From an optimization exercise on the open Yosys and OpenROAD flow, aimed at small area and a short achievable clock period; shortcuts taken in it are not production practice.
Where RTL was checked, it was by simulation tests only, not by an equivalence proof against the original.
No activity file was given, so power comes from the tool's default toggle rates.

// mult
module mult(clock, reset, enable, mplier, mcand, ROB_num_in, dest_PRN_in, start,
            product, ROB_num_out, dest_PRN_out, done);
Size: about 4,800 cells after synthesis, roughly 780 flip-flops, about 71,000 sq um of cells after synthesis.
Settings: LEC_CHECK=0, CAP_MARGIN=20, CORE_MARGIN=2, CORE_UTILIZATION=40, SETUP_SLACK_MARGIN=4.8, SLEW_MARGIN=20, SYNTH_HIERARCHICAL=1, SYNTH_MINIMUM_KEEP_SIZE=0; clock period 8.0 ns.
run.sh (not shown) runs the stock make flow with config.mk's settings and CLKGATE_MAP_FILE= SYNTH_SCRIPT=/design/flow/synth_recipe.tcl, a recipe that flattens the netlist after the stock synthesis.
The starting point ran to the end with no violations.
Rerun with:
Settings changed: CAP_MARGIN 20 to 0, CORE_UTILIZATION 40 to 50, PLACE_DENSITY set to 0.7, SLEW_MARGIN 20 to 0.
Effect: Global-route usage rose by 5.8 points; sequential share of layout area goes up by 0.28 points; synthesized cell count is unchanged; via count grows by 2.0%; clock power falls by about 2%; sequential power rises by about 0.5%; non-clock buffer count shrinks by 4; routed wire length shrinks by 4.7%; core utilization goes up by 12 points; worst setup slack gains 0.0062 ns.
Rerun with:
Settings changed: CAP_MARGIN 0 to 20, CORE_UTILIZATION 50 to 40, PLACE_DENSITY 0.7 to not set, SETUP_SLACK_MARGIN 4.8 to 4.5, SLEW_MARGIN 0 to 20.
Die area went up by 25%; wire length shrinks by 2.5%; final area drops by 1.6%; cell count is higher by 5.9%; first-iteration DRC count falls by 17%; synthesized cell count stays the same; clock-buffer cell count increases by 11; power falls by 1.0%.
Rerun with:
Settings changed: CAP_MARGIN 20 to 0, CORE_UTILIZATION 40 to 50, PLACE_DENSITY set to 0.7, SETUP_SLACK_MARGIN 4.5 to 4.7, SLEW_MARGIN 20 to 0.
Result:
- The changed run went through all stages and came out clean
- hold slack hardly moves
- total power rises by about 1%
- setup slack improves by 0.22 ns
- clock skew shrinks by 0.030 ns
- clock-buffer cell count is lower by 5
- non-clock buffer count came out higher by 1
- wire length drops by 3.7%
- core utilization went up by 12 points
- first-iteration DRC count rose by 21%
- critical path depth stays the same
- via count rose by about 1.8%
Rerun with:
Settings changed: CAP_MARGIN 0 to 20, CORE_UTILIZATION 50 to 35, PLACE_DENSITY 0.7 to not set, SETUP_SLACK_MARGIN 4.7 to 5, SLEW_MARGIN 0 to 20.
What happened: The changed run passed the timing, design-rule and antenna checks; die area came out higher by well over a third; global-route usage came out lower by 4.0 points; worst setup slack improves by 0.080 ns; sequential cell count does not change; routed wire length came out higher by a quarter to a third; sequential share of layout area came out lower by 2.8 points; cell count came out higher by about a fifth; via count came out higher by roughly a tenth; design area came out higher by roughly a tenth; power came out higher by a little under a tenth.


mult, a different RTL version from the one above (not shown whole).
Size: about 5300 cells after synthesis, ~220 I/O pins, roughly 68000 µm² of cells after synthesis.
## mult
module mult(clock, reset, enable, mplier, mcand, ROB_num_in, dest_PRN_in, start,
            product, ROB_num_out, dest_PRN_out, done);
  input         clock, reset, start, enable;
  input  [63:0] mcand, mplier;
  input   [5:0] ROB_num_in;
  input   [6:0] dest_PRN_in;
  output [63:0] product;
  output  [5:0] ROB_num_out;
  output  [6:0] dest_PRN_out;
  output        done;
  reg [63:0] x1;
  reg [31:0] one1, two1, neg1;
  reg [5:0] rob1, rob2, rob3, rob4;
  reg [6:0] prn1, prn2, prn3, prn4;
  reg d1, d2, d3, d4;
  reg [63:0] p4;
  wire [63:0] sum;
  reg r2_0, r2_1, r2_2, r2_3, r2_4, r2_5, r2_6, r2_7, r2_8, r2_9, r2_10, r2_11, r2_12, r2_13, r2_14, r2_15;
  reg r2_16, r2_17, r2_18, r2_19, r2_20, r2_21, r2_22, r2_23, r2_24, r2_25, r2_26, r2_27, r2_28, r2_29, r2_30, r2_31;
  reg r2_32, r2_33, r2_34, r2_35, r2_36, r2_37, r2_38, r2_39, r2_40, r2_41, r2_42, r2_43, r2_44, r2_45, r2_46, r2_47;
  reg r2_48, r2_49, r2_50, r2_51, r2_52, r2_53, r2_54, r2_55, r2_56, r2_57, r2_58, r2_59, r2_60, r2_61, r2_62, r2_63;
  reg r2_64, r2_65, r2_66, r2_67, r2_68, r2_69, r2_70, r2_71, r2_72, r2_73, r2_74, r2_75, r2_76, r2_77, r2_78, r2_79;
  reg r2_80, r2_81, r2_82, r2_83, r2_84, r2_85, r2_86, r2_87, r2_88, r2_89, r2_90, r2_91, r2_92, r2_93, r2_94, r2_95;
  reg r2_96, r2_97, r2_98, r2_99, r2_100, r2_101, r2_102, r2_103, r2_104, r2_105, r2_106, r2_107, r2_108, r2_109, r2_110, r2_111;
  reg r2_112, r2_113, r2_114, r2_115, r2_116, r2_117, r2_118, r2_119, r2_120, r2_121, r2_122, r2_123, r2_124, r2_125, r2_126, r2_127;
  ...
clock: 8.0 ns
lec_check: 0
cap_margin: 0
core_margin: 2
core_utilization: 50
cts_cluster_diameter: 100
cts_cluster_size: 20
place_density: 0.7
setup_slack_margin: 4.8
slew_margin: 0
synth_hierarchical: 1
synth_minimum_keep_size: 0
The baseline completed without violations.
Edit:
CTS_CLUSTER_DIAMETER = unset   (was 100)
CTS_CLUSTER_SIZE = unset   (was 20)
Cell area increases by a few percent. Setup slack stays flat. Register-to-register slack hardly moves. Wire length barely changes.
No run of this note included a check of the RTL's function; only the layout flow was run.


Another version of the RTL of mult (not shown whole).
Size: about 810 flip-flops, roughly 220 I/O pins, ~67000 um2 of cells after synthesis.
==> flow/config.mk <==
export PLATFORM = sky130hd
export DESIGN_NAME = mult
export DESIGN_NICKNAME = mult
export VERILOG_FILES = /design/flow/design.v
export SDC_FILE = /design/flow/constraint.sdc
export NUM_CORES = 4
export LEC_CHECK = 0
export CAP_MARGIN = 0
export CORE_MARGIN = 2
export CORE_UTILIZATION = 50
export CTS_CLUSTER_DIAMETER = 100
export CTS_CLUSTER_SIZE = 20
export PLACE_DENSITY = 0.7
export SETUP_SLACK_MARGIN = 4.9
export SLEW_MARGIN = 60
export SYNTH_HIERARCHICAL = 1
export SYNTH_MINIMUM_KEEP_SIZE = 0
==> flow/constraint.sdc <==
create_clock -name core_clock -period 8.0 [get_ports {clock}]
set_input_delay 1.6000 -clock core_clock [delete_from_list [all_inputs] [get_ports {clock}]]
set_output_delay 1.6000 -clock core_clock [all_outputs]
set_load 0.01 [all_outputs]
standard.sh (not shown) runs the stock make flow with config.mk's settings and CLKGATE_MAP_FILE= SYNTH_SCRIPT=/design/flow/synth_recipe.tcl, a recipe that flattens the netlist after the stock synthesis.
==> flow/flow/run.sh <==
#!/bin/bash
# Layout flow: the standard ORFS flow (standard.sh, unchanged synthesis and
# steps), except that buffer_ports uses sky130_fd_sc_hd__buf_2 for the port
# buffers instead of its default cell.  All tool output goes to
# standard_flow.log; ORFS's per-step logs are under orfs/logs/.
set -euo pipefail
bash standard.sh "BUFFER_PORTS_ARGS=-buffer_cell sky130_fd_sc_hd__buf_2" finish > standard_flow.log 2>&1
The first run ran to the end with no violations.
Change:
- SETUP_SLACK_MARGIN: 4.9 -> 4.8
- SLEW_MARGIN: 60 -> 40
Synthesized cell count stays the same.
Routed wire length falls by 1.9%.
Total power falls by 3.7%.
First-iteration DRC count came out lower by 1.4%.
Via count came out lower by 1.5%.
Hold slack improves by 6.1 ps.
Final area came out lower by 1.4%.
Sequential cell count is unchanged.
Setup slack degrades by 96 ps.
Critical path depth stays the same.
Change:
- SLEW_MARGIN: 40 -> 60
After rerunning: Via count grows by 1.0%; power is about the same; cell area grows by 0.85%; worst setup slack improves by 47 ps; first-iteration DRC count grows by 1.3%; sequential power barely changes; wire length is about the same; count of clock-buffer cells in the layout shrinks by 1; non-clock buffer count grows by 47; utilization grows by 0.46 points; clock power is about the same.

==> what the ideal ports hide <==
How much do the figures lean on ideal ports? The routed layouts below were timed once more, with nothing changed but the port constraints. Step 1 sets driving cells, clkbuf_16 on the clock port and buf_2 on the other inputs (assumed; they add their load-dependent delay and slew). Step 2 adds t to the input delays and takes it off the output delays; t is the mean of the earliest and latest rising clock arrival at the registers after step 1. Input paths then give back, and output paths get back, about the clock's delay inside the block. Three values: ideal, step 1, step 2; two values: the first two.
run	t (ns)	setup slack, ns	hold slack, ns	pins driven straight from the clock port
the first run of note 1	0.835	4.748 / 4.724 / 4.278	0.417 / 0.417 / 0.417	1
the second run of note 1	0.823	4.754 / 4.699 / 4.306	0.416 / 0.416 / 0.416	1
the third run of note 1	0.821	4.451 / 4.451 / 4.261	0.415 / 0.415 / 0.415	1
the fourth run of note 1	0.802	4.672 / 4.671 / 4.445	0.413 / 0.413 / 0.413	1
the fifth run of note 1	0.881	4.752 / 4.741 / 4.230	0.414 / 0.414 / 0.414	1
the first run of note 2	0.799	4.610 / 4.610 / 4.342	0.419 / 0.419 / 0.419	1
the second run of note 2	0.816	4.612 / 4.612 / 4.319	0.418 / 0.418 / 0.418	1
the first run of note 3	0.795	4.792 / 4.792 / 4.398	0.417 / 0.417 / 0.417	1
the second run of note 3	0.770	4.696 / 4.696 / 4.116	0.423 / 0.423 / 0.423	1
the third run of note 3	0.777	4.743 / 4.743 / 4.243	0.395 / 0.395 / 0.395	1
After both steps setup and hold are still met in every run listed. For the second run of note 3, which loses most, drivers alone change the setup slack by 0.000 ns; drivers and shift together by -0.580 ns.
